What follows belongs to an exercise in optimizing a design on an open flow for small area, a short achievable clock period and few clock cycles per item; a production flow would make more cautious choices. The RTL was checked by simulation tests, not by an equivalence proof against the original design. The clock port is modelled as an ideal driver; clocking choices that lean on that would not hold on a real chip. Power is estimated from default activity; no workload was simulated.

## adler32
module adler32(
    input clock,
    input rst_n,
    input size_valid,
    input [31:0] size,
    input data_start,
    input [7:0] data,
    output checksum_valid,
    output [31:0] checksum
);
Size: about 110 flip-flops.
Settings: LEC_CHECK=0, ABC_AREA=1, CAP_MARGIN=20, CORE_MARGIN=2, CORE_UTILIZATION=40, CTS_BUF_LIST=sky130_fd_sc_hd__clkbuf_4 sky130_fd_sc_hd__clkbuf_8, SETUP_SLACK_MARGIN=4.95, SLEW_MARGIN=20; clock period 7.5 ns.
standard.sh (not shown) runs the stock make flow with config.mk's settings and CLKGATE_MAP_FILE= SYNTH_SCRIPT=/design/flow/synth_recipe.tcl, a recipe that flattens the netlist after the stock synthesis.
==> flow/flow/run.sh <==
#!/bin/bash
# Standard layout, with plain buffers on the ports.
export BUFFER_PORTS_ARGS="-buffer_cell sky130_fd_sc_hd__buf_2"
bash standard.sh > standard.log 2>&1
The starting point ran to the end with no violations.
Testbench counts at the start, summed over its fixed seeds: cycles 572,122, bytes 568,898.
Then changed:
Settings changed: CORE_UTILIZATION 40 to 60, SETUP_SLACK_MARGIN 4.95 to 4.8.
The new run went through all stages and came out clean.
Worst setup slack gets worse by 0.031 ns.
Worst hold slack is about the same.
Power is lower by 10%.
Sequential share of layout area is higher by 2.9 points.
Cell area is lower by 8.7%.

* * *

## job 1265
Another version of the RTL of adler32 (not shown whole).
For scale: ~77 I/O pins.
==> flow/config.mk <==
export PLATFORM = sky130hd
export DESIGN_NAME = adler32
export DESIGN_NICKNAME = adler32
export VERILOG_FILES = /design/flow/design.v
export SDC_FILE = /design/flow/constraint.sdc
export NUM_CORES = 4
export LEC_CHECK = 0
export ABC_AREA = 1
export CAP_MARGIN = 20
export CORE_MARGIN = 2
export CORE_UTILIZATION = 50
export CTS_BUF_LIST = sky130_fd_sc_hd__clkbuf_4 sky130_fd_sc_hd__clkbuf_8
export SETUP_SLACK_MARGIN = 5
export SLEW_MARGIN = 20
==> flow/constraint.sdc <==
create_clock -name core_clock -period 7.5 [get_ports {clock}]
set_input_delay 1.5000 -clock core_clock [delete_from_list [all_inputs] [get_ports {clock}]]
set_output_delay 1.5000 -clock core_clock [all_outputs]
set_load 0.01 [all_outputs]
==> flow/flow/run.sh <==
#!/bin/bash
# Standard layout, with these changes to how it is made:
#  - plain buffers (buf_2) on the ports;
#  - the full and half adder cells are added to the don't-use list, so that
#    synthesis maps adders to plain gates;
#  - ABC maps the logic with flow/abc.script (a delay-targeted map with area
#    recovery) instead of the flow's area script. The rest of synthesis is
#    synth_recipe.tcl unchanged.
set -o pipefail
W=$PWD
export BUFFER_PORTS_ARGS="-buffer_cell sky130_fd_sc_hd__buf_2"
BASE=$(make -s -C "$FLOW_HOME" DESIGN_CONFIG="$W/config.mk" WORK_HOME="$W/orfs" print-DONT_USE_CELLS 2>/dev/null | sed -n 's/^DONT_USE_CELLS: //p')
DU="$BASE sky130_fd_sc_hd__fa_1 sky130_fd_sc_hd__fa_2 sky130_fd_sc_hd__fa_4 sky130_fd_sc_hd__ha_1 sky130_fd_sc_hd__ha_2 sky130_fd_sc_hd__ha_4"
cp flow/abc.script "$W/abc_custom.script"
{
  echo "proc abc {args} {"
  echo "  set i [lsearch -exact \$args -script]"
  echo "  if {\$i >= 0} { lset args [expr {\$i + 1}] $W/abc_custom.script }"
  echo "  yosys abc {*}\$args"
  echo "}"
  cat synth_recipe.tcl
} > "$W/custom_synth.tcl"
sed "s#SYNTH_SCRIPT=[^ ]*#SYNTH_SCRIPT=$W/custom_synth.tcl#" standard.sh > "$W/custom_standard.sh"
bash "$W/custom_standard.sh" "DONT_USE_CELLS=$DU" "POST_GLOBAL_ROUTE_TCL=$W/flow/post_grt.tcl" finish > standard.log 2>&1
==> flow/flow/abc.script <==
strash
&get -n
&dc2
&dch
&put
map -B 0.9
topo
stime -c
buffer -c
upsize -c
dnsize -c
==> flow/flow/post_grt.tcl <==
# Downsize cells whose paths keep at least the flow's setup margin of slack.
global_route -start_incremental
repair_timing -recover_power 100 -setup_margin 5.0 -verbose
global_route -end_incremental
In job 1265 the implementation completed, yet the final layout does not meet the checks, the culprit being max-capacitance violations, max-slew violations.
Testbench counts of job 1265, summed over its fixed seeds: cycles 572,122, bytes 568,898.
Relative to job 1265, the following input files were edited for job 4767:
--- a/flow/flow/run.sh
+++ b/flow/flow/run.sh
@@ -23,2 +23,2 @@
 sed "s#SYNTH_SCRIPT=[^ ]*#SYNTH_SCRIPT=$W/custom_synth.tcl#" standard.sh > "$W/custom_standard.sh"
-bash "$W/custom_standard.sh" "DONT_USE_CELLS=$DU" "POST_GLOBAL_ROUTE_TCL=$W/flow/post_grt.tcl" finish > standard.log 2>&1
+bash "$W/custom_standard.sh" "DONT_USE_CELLS=$DU" finish > standard.log 2>&1
--- a/flow/flow/abc.script
+++ b/flow/flow/abc.script
@@ -5,2 +5,3 @@
 &put
+dch
 map -B 0.9
removed: flow/flow/post_grt.tcl
Notes after the runs:
Side by side, post-cts resize count turned out lower in job 4767 than in job 1265.
Last weighted congestion value of the routability-driven placer: job 4767 vs job 1265 up 2.9%
For the die outline area, job 4767 came in 47 sq um higher than job 1265 did.
Job 4767 has completed all stages; timing, DRC and antenna checks passed.
Area added between synthesis and finish on job 4767 is up relative to job 1265.
Status: final HPWL from detailed placement parity (job 1265, job 4767)
Between job 1265 and job 4767, the worst max-slew margin expressed relative to the limit is higher for job 4767.
Input-level comparison between job 4852 and job 4767:
--- a/flow/flow/abc.script
+++ b/flow/flow/abc.script
@@ -2,3 +2,2 @@
 &get -n
-&dc2
 &dch
Notes after the runs:
- The flow did not stop early for job 4852: all stages ran, and the layout cleared the timing, DRC and antenna checks.
- Job 4767: done, clean on timing, DRC and antenna
- NOTE average vias per placed instance job 4767->job 4852 increased slightly
- Going from job 4767 to job 4852, share of total power in sequential cells dropped 1.9 points, sequential cell area share saw a decrease, largest stage delay on the critical path now sits at about the same level, final instance area climbed 120 sq um.
- The worst setup slack in job 4852 sits 23 ps above the value recorded for job 4767.
- Per the comparison of job 4852 with job 4767, sequential power lower; filler-free cell count of the finished design higher; share of total power in the clock network lower; post-detailed-routing wire length higher.
diff inputs: job 4852 => job 2278
==> flow/flow/run.sh <==
#!/bin/bash
# The standard layout (standard.sh) with three changes to how it is made:
#  - the ports get plain buf_2 buffers (BUFFER_PORTS_ARGS) instead of the
#    delay cells that buffer_ports picks by default;
#  - the full and half adder cells are added to the don't-use list, so that
#    synthesis leaves adders as plain gates for ABC, which can then
#    restructure them for speed;
#  - ABC maps the logic with flow/abc.script (&dc2 and &dch restructuring,
#    then a delay-biased map) in place of the flow's area script. The rest of
#    synthesis is synth_recipe.tcl unchanged, so the registers are the same.
# Make's output goes to standard.log; each step's tools log under orfs/logs.
set -o pipefail
W=$PWD
export BUFFER_PORTS_ARGS="-buffer_cell sky130_fd_sc_hd__buf_2"
make -C "$FLOW_HOME" DESIGN_CONFIG="$W/config.mk" WORK_HOME="$W/orfs" print-DONT_USE_CELLS > dont_use_query.log 2>&1
BASE=$(sed -n 's/^DONT_USE_CELLS: //p' dont_use_query.log)
DU="$BASE sky130_fd_sc_hd__fa_1 sky130_fd_sc_hd__fa_2 sky130_fd_sc_hd__fa_4 sky130_fd_sc_hd__ha_1 sky130_fd_sc_hd__ha_2 sky130_fd_sc_hd__ha_4"
cp flow/abc.script "$W/abc_custom.script"
{
  echo "proc abc {args} {"
  echo "  set i [lsearch -exact \$args -script]"
  echo "  if {\$i >= 0} { lset args [expr {\$i + 1}] $W/abc_custom.script }"
  echo "  yosys abc {*}\$args"
  echo "}"
  cat synth_recipe.tcl
} > "$W/custom_synth.tcl"
sed "s#SYNTH_SCRIPT=[^ ]*#SYNTH_SCRIPT=$W/custom_synth.tcl#" standard.sh > "$W/custom_standard.sh"
bash "$W/custom_standard.sh" "DONT_USE_CELLS=$DU" "POST_CTS_TCL=$W/flow/post_cts.tcl" finish > standard.log 2>&1
--- a/flow/flow/abc.script
+++ b/flow/flow/abc.script
@@ -2,5 +2,5 @@
 &get -n
+&dc2
 &dch
 &put
-dch
 map -B 0.9
==> flow/flow/post_cts.tcl (new file) <==
# One more setup repair pass after clock tree synthesis, with a slightly
# tighter margin than the flow settings allow.
repair_timing -setup -setup_margin 5.1 -repair_tns 100 -verbose
detailed_placement
check_placement -verbose
Results
Job 2278 went all the way through the flow, and no timing, DRC or antenna check failed. Row clock buffer count in the final layout: job 2278 lower / job 4852 higher. Taking job 4852 as the reference, in job 2278 clock-cell share of area has remained practically unchanged; HPWL after detailed placement has decreased; end-of-flow core utilization has increased; combinational share of power has decreased; post-route fraction of the period consumed by the critical path has decreased. Comparing final-layout fill cell count for job 2278 and job 4852, the smaller number came from job 4852. For worst hold slack, job 4852 and job 2278 come out practically identical. [compare] base=job 4852 new=job 2278: sum of internal, switching and leakage power now smaller, cell area after technology mapping now smaller, multi-input gate share of the layout cell area now smaller.
The following lists how job 4167 was set up differently from job 2278:
==> flow/flow/run.sh <==
#!/bin/bash
# Standard layout, with these changes to how it is made:
#  - plain buffers (buf_2) on the ports;
#  - the full and half adder cells are added to the don't-use list, so that
#    synthesis maps adders to plain gates (faster after timing repair);
#  - after clock tree synthesis, one more setup repair pass aims at a tighter
#    slack margin (flow/post_cts.tcl).
set -o pipefail
export BUFFER_PORTS_ARGS="-buffer_cell sky130_fd_sc_hd__buf_2"
BASE=$(make -s -C "$FLOW_HOME" DESIGN_CONFIG="$PWD/config.mk" WORK_HOME="$PWD/orfs" print-DONT_USE_CELLS 2>/dev/null | sed -n 's/^DONT_USE_CELLS: //p')
DU="$BASE sky130_fd_sc_hd__fa_1 sky130_fd_sc_hd__fa_2 sky130_fd_sc_hd__fa_4 sky130_fd_sc_hd__ha_1 sky130_fd_sc_hd__ha_2 sky130_fd_sc_hd__ha_4"
bash standard.sh "DONT_USE_CELLS=$DU" "POST_CTS_TCL=$PWD/flow/post_cts.tcl" finish > standard.log 2>&1
==> flow/flow/post_cts.tcl <==
# Extra setup repair after clock tree synthesis, aiming past the flow's margin.
repair_timing -setup -setup_margin 5.3 -repair_tns 100 -verbose
detailed_placement
check_placement -verbose
removed: flow/flow/abc.script
Results
- Job 4167 — total area of sequential cells 33 sq um higher, job 2278 as reference
- On post-route cell area, job 4167 does worse than job 2278.
- Diff job 2278 -> job 4167 | layout buffer count excluding clock buffers | up by more than a quarter
- Relative to job 2278, portion of total power attributed to combinational logic increased by 15 points in job 4167.
- Per the comparison of job 4167 with job 2278, total routed wirelength grew by about 33%; cell area after synthesis grew by 730 sq um.

* * *

Setup of job 2736:
adler32 again, from the RTL that the note above started with.
clock: 7.5 ns
lec_check: 0
abc_area: 1
cap_margin: 20
core_margin: 2
core_utilization: 50
cts_buf_list: sky130_fd_sc_hd__clkbuf_4 sky130_fd_sc_hd__clkbuf_8
setup_slack_margin: 5
slew_margin: 20
==> flow/flow/run.sh <==
#!/bin/bash
# Standard layout, with these changes to how it is made:
#  - plain buffers (buf_2) on the ports;
#  - the full and half adder cells are added to the don't-use list, so that
#    synthesis maps adders to plain gates;
#  - ABC maps the logic with flow/abc.script (a delay-targeted map with area
#    recovery) instead of the flow's area script. The rest of synthesis is
#    synth_recipe.tcl unchanged;
#  - after global routing, cells off the critical paths are downsized
#    (RECOVER_POWER).
set -o pipefail
W=$PWD
export BUFFER_PORTS_ARGS="-buffer_cell sky130_fd_sc_hd__buf_2"
BASE=$(make -s -C "$FLOW_HOME" DESIGN_CONFIG="$W/config.mk" WORK_HOME="$W/orfs" print-DONT_USE_CELLS 2>/dev/null | sed -n 's/^DONT_USE_CELLS: //p')
DU="$BASE sky130_fd_sc_hd__fa_1 sky130_fd_sc_hd__fa_2 sky130_fd_sc_hd__fa_4 sky130_fd_sc_hd__ha_1 sky130_fd_sc_hd__ha_2 sky130_fd_sc_hd__ha_4"
cp flow/abc.script "$W/abc_custom.script"
{
  echo "proc abc {args} {"
  echo "  set i [lsearch -exact \$args -script]"
  echo "  if {\$i >= 0} { lset args [expr {\$i + 1}] $W/abc_custom.script }"
  echo "  yosys abc {*}\$args"
  echo "}"
  cat synth_recipe.tcl
} > "$W/custom_synth.tcl"
sed "s#SYNTH_SCRIPT=[^ ]*#SYNTH_SCRIPT=$W/custom_synth.tcl#" standard.sh > "$W/custom_standard.sh"
bash "$W/custom_standard.sh" "DONT_USE_CELLS=$DU" "RECOVER_POWER=100" finish > standard.log 2>&1
==> flow/flow/abc.script <==
strash
&get -n
&dc2
&dch
&put
map -B 0.9
topo
stime -c
buffer -c
upsize -c
dnsize -c
In job 2736 the implementation completed, yet the final layout does not meet the checks, the culprit being capacitance limit, slew limit.
Testbench counts of job 2736, summed over its fixed seeds: cycles 572,122, bytes 568,898.
Changes in job 4684 relative to job 2736:
# job 2736
export LEC_CHECK = 0
export ABC_AREA = 1
export CAP_MARGIN = 20
export CORE_MARGIN = 2
export CORE_UTILIZATION = 50
export CTS_BUF_LIST = sky130_fd_sc_hd__clkbuf_4 sky130_fd_sc_hd__clkbuf_8
export SETUP_SLACK_MARGIN = 5
export SLEW_MARGIN = 20
create_clock -name core_clock -period 7.5 [get_ports {clock}]
# job 4684
export LEC_CHECK = 0
export ABC_AREA = 1
export CAP_MARGIN = 20
export CORE_MARGIN = 2
export CORE_UTILIZATION = 45
export CTS_BUF_LIST = sky130_fd_sc_hd__clkbuf_4 sky130_fd_sc_hd__clkbuf_8
export SETUP_SLACK_MARGIN = 5
export SLEW_MARGIN = 20
create_clock -name core_clock -period 7.5 [get_ports {clock}]
--- a/flow/flow/run.sh
+++ b/flow/flow/run.sh
@@ -6,7 +6,5 @@
 #  - ABC maps the logic with flow/abc.script (a delay-targeted map with area
 #    recovery) instead of the flow's area script. The rest of synthesis is
-#    synth_recipe.tcl unchanged;
-#  - after global routing, cells off the critical paths are downsized
-#    (RECOVER_POWER).
+#    synth_recipe.tcl unchanged.
 set -o pipefail
 W=$PWD
@@ -24,3 +22,3 @@
 } > "$W/custom_synth.tcl"
 sed "s#SYNTH_SCRIPT=[^ ]*#SYNTH_SCRIPT=$W/custom_synth.tcl#" standard.sh > "$W/custom_standard.sh"
-bash "$W/custom_standard.sh" "DONT_USE_CELLS=$DU" "RECOVER_POWER=100" finish > standard.log 2>&1
+bash "$W/custom_standard.sh" "DONT_USE_CELLS=$DU" finish > standard.log 2>&1
Job 4684: done, clean on timing, DRC and antenna. From job 2736 to job 4684 the numbers moved as follows: via density per instance decreased 0.13; hold violation total from the final report essentially unchanged. Post-route fraction of the period consumed by the critical path, job 4684 and job 2736, higher one = job 2736. Compared with job 2736, in job 4684 combined global-route utilization of all metal layers lower, final total power higher, DRC violation total after the first TritonRoute iteration lower, count of final max-slew check failures lower, final design instance area without fill higher. On least setup slack across all paths after layout: job 4684 sits above job 2736.
What job 6046 does differently from job 4684 at the input level:
==> flow/flow/run.sh <==
#!/bin/bash
# Standard layout, with two changes to how it is made:
#  - plain buffers (buf_2) on the ports;
#  - the full and half adder cells are added to the don't-use list, so that
#    synthesis maps adders to plain gates (faster after timing repair).
set -o pipefail
export BUFFER_PORTS_ARGS="-buffer_cell sky130_fd_sc_hd__buf_2"
BASE=$(make -s -C "$FLOW_HOME" DESIGN_CONFIG="$PWD/config.mk" WORK_HOME="$PWD/orfs" print-DONT_USE_CELLS 2>/dev/null | sed -n 's/^DONT_USE_CELLS: //p')
DU="$BASE sky130_fd_sc_hd__fa_1 sky130_fd_sc_hd__fa_2 sky130_fd_sc_hd__fa_4 sky130_fd_sc_hd__ha_1 sky130_fd_sc_hd__ha_2 sky130_fd_sc_hd__ha_4"
bash standard.sh "DONT_USE_CELLS=$DU" finish > standard.log 2>&1
removed: flow/flow/abc.script
Diff job 6046 and job 4684: worst slack at placement lower in job 4684. Per the comparison of job 6046 with job 4684, signed area change from the synthesized netlist to the final layout fell 4.4 points, post-route total power rose 21%, relative contribution of the clock network to total power fell 2.3 points. A slowest cell on the critical path of sky130_fd_sc_hd__dfxtp_2 is what job 4684 shows, while sky130_fd_sc_hd__dfxtp_1 belongs to job 6046. In the metrics for job 6046 and job 4684, the one carrying the lower ratio of cells with drive above 1 in the final layout is job 6046. The run showing the smaller wire length of the first global-routing pass is job 4684. Relative to job 4684, the core utilization of job 6046 is lower by 1.4 points. The routed wire length of job 6046 was inferior to that of job 4684.
--- input diff job 6046..job 5423 ---
# job 6046
export LEC_CHECK = 0
export ABC_AREA = 1
export CAP_MARGIN = 20
export CORE_MARGIN = 2
export CORE_UTILIZATION = 45
export CTS_BUF_LIST = sky130_fd_sc_hd__clkbuf_4 sky130_fd_sc_hd__clkbuf_8
export SETUP_SLACK_MARGIN = 5
export SLEW_MARGIN = 20
create_clock -name core_clock -period 7.5 [get_ports {clock}]
# job 5423
export LEC_CHECK = 0
export ABC_AREA = 1
export CAP_MARGIN = 20
export CORE_MARGIN = 2
export CORE_UTILIZATION = 50
export CTS_BUF_LIST = sky130_fd_sc_hd__clkbuf_4 sky130_fd_sc_hd__clkbuf_8
export SETUP_SLACK_MARGIN = 5
export SLEW_MARGIN = 20
create_clock -name core_clock -period 7.5 [get_ports {clock}]
==> flow/flow/run.sh <==
#!/bin/bash
# Standard layout, with these changes to how it is made:
#  - plain buffers (buf_2) on the ports;
#  - the full and half adder cells are added to the don't-use list, so that
#    synthesis maps adders to plain gates;
#  - ABC maps the logic with flow/abc.script (a delay-targeted map with area
#    recovery) instead of the flow's area script. The rest of synthesis is
#    synth_recipe.tcl unchanged.
set -o pipefail
W=$PWD
export BUFFER_PORTS_ARGS="-buffer_cell sky130_fd_sc_hd__buf_2"
BASE=$(make -s -C "$FLOW_HOME" DESIGN_CONFIG="$W/config.mk" WORK_HOME="$W/orfs" print-DONT_USE_CELLS 2>/dev/null | sed -n 's/^DONT_USE_CELLS: //p')
DU="$BASE sky130_fd_sc_hd__fa_1 sky130_fd_sc_hd__fa_2 sky130_fd_sc_hd__fa_4 sky130_fd_sc_hd__ha_1 sky130_fd_sc_hd__ha_2 sky130_fd_sc_hd__ha_4"
cp flow/abc.script "$W/abc_custom.script"
{
  echo "proc abc {args} {"
  echo "  set i [lsearch -exact \$args -script]"
  echo "  if {\$i >= 0} { lset args [expr {\$i + 1}] $W/abc_custom.script }"
  echo "  yosys abc {*}\$args"
  echo "}"
  cat synth_recipe.tcl
} > "$W/custom_synth.tcl"
sed "s#SYNTH_SCRIPT=[^ ]*#SYNTH_SCRIPT=$W/custom_synth.tcl#" standard.sh > "$W/custom_standard.sh"
bash "$W/custom_standard.sh" "DONT_USE_CELLS=$DU" finish > standard.log 2>&1
==> flow/flow/abc.script (new file) <==
strash
dch
map -D 1800
topo
stime -c
buffer -c
upsize -c
dnsize -c
--- outcome ---
- Taking job 6046 as the reference, in job 5423 post-synthesis to final-layout area growth moved up; detailed route wirelength on metal3 lost about 1.6%; wire length of the first global-routing pass now smaller; fmax lower.
- Job 6046 → job 5423: number of non-clock buffers up about 70%; multi-input combinational gate total down 27%.
- Share of power burned in the clock network ended up 0.8 points lower on job 5423 than on job 6046.
- Taking job 6046 as 1.0, job 5423 lands at 1.20 on total power.
Inputs modified between job 5423 and job 4772:
==> flow/flow/abc.script <==
strash
&get -n
&dc2
&dch
&put
map -B 0.9
topo
stime -c
buffer -c
upsize -c
dnsize -c
Results
Result for job 4772 and job 5423: all clean
Summary of job 4772 over job 5423: final worst setup slack saw an increase, critical path depth -14, compound-cell area share of the yosys netlist now sits lower, die area grew by 0.53%.
Job 5423 vs job 4772, kind of critical path: flop to flop vs flop to primary output
Diff job 5423..job 4772 | share of async-settable or async-resettable flops after synthesis | unchanged

-- port drivers added, routing unchanged --
The results above use ideal ports. As a check the final layouts listed here were re-extracted and re-timed, cells and wires unchanged.
Step 1: set_driving_cell puts a clkbuf_16 on clock and a buf_2 on each other input, an assumption about the parent block.
Step 2 also shifts input and output timing later by t, the mid clock arrival at the registers, as if the neighbouring blocks saw the same clock.
a / b / c = no drivers / after step 1 / after step 2; a / b = the first two.
run | t, ns | setup WS [ns] | clock arrival spread, ns | pins driven straight from the clock port
the first run of note 1 | 0.413 | 4.922 / 4.897 / 4.922 | 0.015 / 0.015 | 1
the second run of note 1 | 0.415 | 4.890 / 4.889 / 4.890 | 0.008 / 0.008 | 1
job 1265 | 0.402 | 4.108 / 4.108 / 4.108 | 0.011 / 0.010 | 1
job 4767 | 0.416 | 5.027 / 4.994 / 5.058 | 0.018 / 0.018 | 1
job 4852 | 0.402 | 5.050 / 5.016 / 5.066 | 0.014 / 0.014 | 1
job 2278 | 0.405 | 5.089 / 5.057 / 5.067 | 0.012 / 0.012 | 1
job 4167 | 0.426 | 5.110 / 5.070 / 5.061 | 0.010 / 0.009 | 1
job 2736 | 0.401 | 4.107 / 4.107 / 4.107 | 0.011 / 0.011 | 1
job 4684 | 0.411 | 5.037 / 5.007 / 5.071 | 0.011 / 0.011 | 1
job 6046 | 0.421 | 5.029 / 4.996 / 5.076 | 0.010 / 0.011 | 1
job 5423 | 0.398 | 4.710 / 4.710 / 4.710 | 0.013 / 0.012 | 1
job 4772 | 0.402 | 5.049 / 5.017 / 5.072 | 0.012 / 0.013 | 1
The setup slack of job 4167, which loses most, moves by -0.040 ns with the drivers and by -0.049 ns with both steps.
